This design comes from an exercise in tuning for small area and a short achievable clock period on the open sky130 flow, not from production work. In this exercise RTL edits were held to simulation tests only and were not proved equivalent to the original.

run 1:
## fmac_top
module fmac_top
  (
   input  logic        clk,
   input  logic [31:0] a,
   input  logic [31:0] b,
   input  logic [31:0] c,
   input  logic [1:0]  rm,
   output logic [31:0] result,
   output logic        of,
   output logic        uf,
   output logic        nx,
   output logic        iv
   );
Size in the first run: roughly 5000 cells after synthesis, roughly 140 I/O pins.
==> flow/config.mk <==
export PLATFORM = sky130hd
export DESIGN_NAME = fmac_top
export DESIGN_NICKNAME = fmac_top
export VERILOG_FILES = /design/flow/design.v
export SDC_FILE = /design/flow/constraint.sdc
export NUM_CORES = 4
export LEC_CHECK = 0
export CAP_MARGIN = 20
export CORE_MARGIN = 2
export CORE_UTILIZATION = 40
export SLEW_MARGIN = 20
==> flow/constraint.sdc <==
create_clock -name core_clock -period 26.0 [get_ports {clk}]
set_input_delay 5.2000 -clock core_clock [delete_from_list [all_inputs] [get_ports {clk}]]
set_output_delay 5.2000 -clock core_clock [all_outputs]
set_load 0.01 [all_outputs]
standard.sh (not shown) runs the stock make flow with config.mk's settings and CLKGATE_MAP_FILE= SYNTH_SCRIPT=/design/flow/synth_recipe.tcl, a recipe that flattens the netlist after the stock synthesis.
==> flow/flow/run.sh <==
#!/bin/bash
# Standard synthesis and layout (standard.sh), with timing repair asked to
# leave a setup margin so that the design is sized for a short achieved period.
# The SDC (clock period, I/O delays) is the standard flow's, unchanged.
set -euo pipefail
MARGIN=$(cat flow/margin.txt)
bash standard.sh synth > synth.log 2>&1
bash standard.sh SETUP_SLACK_MARGIN=$MARGIN finish > layout.log 2>&1
==> flow/flow/margin.txt <==
16
Inputs modified between run 1 and run 2:
# run 1
export LEC_CHECK = 0
export CAP_MARGIN = 20
export CORE_MARGIN = 2
export CORE_UTILIZATION = 40
export SLEW_MARGIN = 20
create_clock -name core_clock -period 26.0 [get_ports {clk}]
# run 2
export LEC_CHECK = 0
export ABC_AREA = 1
export CAP_MARGIN = 20
export CORE_MARGIN = 2
export CORE_UTILIZATION = 40
export SLEW_MARGIN = 20
export TNS_END_PERCENT = 0
create_clock -name core_clock -period 26.0 [get_ports {clk}]
==> flow/flow/margin.txt <==
15
--- outcome ---
- In summary, run 2 completed successfully, with a layout that passed the timing, design-rule and antenna checks.
- Between run 2 and run 1, mean instance size in the synthesized netlist is lower for run 2, run 1 comes in above that.
- Compared with run 1, placement density in the core of run 2 is lower.
- Setup WNS run 1 -> run 2: worse
Input-level comparison between run 3 and run 2:
# run 2
export LEC_CHECK = 0
export ABC_AREA = 1
export CAP_MARGIN = 20
export CORE_MARGIN = 2
export CORE_UTILIZATION = 40
export SLEW_MARGIN = 20
export TNS_END_PERCENT = 0
create_clock -name core_clock -period 26.0 [get_ports {clk}]
# run 3
export LEC_CHECK = 0
export ABC_AREA = 1
export CAP_MARGIN = 20
export CORE_MARGIN = 2
export CORE_UTILIZATION = 40
export SLEW_MARGIN = 20
create_clock -name core_clock -period 26.0 [get_ports {clk}]
==> flow/flow/margin.txt <==
17
[summary]
- The final layout from run 3, which completed every stage, passed the timing, design-rule and antenna checks at the end of the flow.
- Run 2 -> run 3: number of flip-flops and latches in the synthesized netlist delta 0, exact match
- Run 2 -> run 3: area occupied by multi-input gates increased by a few percent
- Taking run 2 as the reference, in run 3 number of combinational gates with multiple inputs comparable; initial antenna violation count +4; total non-filler cell area in the finished layout has increased.
Inputs modified between run 3 and run 4:
# run 3
export LEC_CHECK = 0
export ABC_AREA = 1
export CAP_MARGIN = 20
export CORE_MARGIN = 2
export CORE_UTILIZATION = 40
export SLEW_MARGIN = 20
create_clock -name core_clock -period 26.0 [get_ports {clk}]
# run 4
export LEC_CHECK = 0
export ABC_AREA = 1
export CAP_MARGIN = 20
export CORE_MARGIN = 2
export CORE_UTILIZATION = 40
export SLEW_MARGIN = 20
export TNS_END_PERCENT = 0
create_clock -name core_clock -period 26.0 [get_ports {clk}]
==> flow/flow/margin.txt <==
16
==> comparison <==
Run 4 reached the final stage; the timing, design-rule and antenna checks on its layout passed.
On area fraction of clock buffers and clock inverters, run 4 tracks run 3 almost exactly.
Reported for run 4 and run 3, number of setup violations in the final report turned out identical to the last digit.
Diff run 3 -> run 4 | register cell area after layout | decrease of about 1.8%
Signed area change from the synthesized netlist to the final layout: run 4 vs run 3 down 11 points
What run 5 does differently from run 4 at the input level:
==> flow/flow/margin.txt <==
17
Notes after the runs:
- Sort run 5 and run 4 by endpoint arrival time on the critical path, descending, and run 4 comes first.
- On run 5: share of the cycle needed by the critical path after routing is 2.6 points lower than what run 4 gave.
- Going from run 4 to run 5, final net count has increased, maximum frequency +about 7%, post-synthesis to final-layout area growth shows an increase of 9.0 points, count of buffers not belonging to the clock network in the layout increased by about 56% relative to the old numbers.
- Run 5: final cell count 175 above run 4
- Relative to run 4, run 5 degrades final area.
Input-level comparison between run 6 and run 5:
# run 5
export LEC_CHECK = 0
export ABC_AREA = 1
export CAP_MARGIN = 20
export CORE_MARGIN = 2
export CORE_UTILIZATION = 40
export SLEW_MARGIN = 20
export TNS_END_PERCENT = 0
create_clock -name core_clock -period 26.0 [get_ports {clk}]
# run 6
export LEC_CHECK = 0
export ABC_AREA = 1
export CAP_MARGIN = 20
export CORE_MARGIN = 2
export CORE_UTILIZATION = 40
export SLEW_MARGIN = 20
create_clock -name core_clock -period 26.0 [get_ports {clk}]
==> flow/flow/margin.txt <==
16
[summary]
[compare] base=run 5 new=run 6: worst setup slack after layout went down; non-filler instance count after layout dropped about 1.7%.

-- afterwards: timing with drivers on the ports --
The results above use ideal ports. As a check the final layouts listed here were re-extracted and re-timed, cells and wires unchanged.
Step 1 (the two cells are an assumption about what drives the block):
set clk [get_ports {clk}]
set_driving_cell -lib_cell sky130_fd_sc_hd__clkbuf_16 $clk
set_driving_cell -lib_cell sky130_fd_sc_hd__buf_2 [delete_from_list [all_inputs] $clk]
Step 2, shift: input delay + t, output delay - t, t = (earliest + latest rising clock arrival at the registers) / 2. This alone moves slack from input paths to output paths.
Slacks: no drivers / after step 1 / after step 2; pairs: no drivers / after step 1.
| run | shift t [ns] | slack for setup (ns) | worst slew at a driven data input, ns |
|---|---|---|---|
| run 1 | 0.558 | 15.712 / 15.712 / 15.712 | 0.09 |
| run 2 | 0.590 | 15.463 / 15.463 / 15.463 | 0.10 |
| run 3 | 0.572 | 16.569 / 16.502 / 16.617 | 0.10 |
| run 4 | 0.591 | 16.074 / 16.071 / 15.977 | 0.10 |
| run 5 | 0.585 | 16.742 / 16.669 / 16.317 | 0.10 |
| run 6 | 0.585 | 16.363 / 16.326 / 15.997 | 0.09 |
After both steps every run listed still meets setup and hold. For run 5, which loses most, drivers alone change the setup slack by -0.073 ns; drivers and shift together by -0.425 ns.
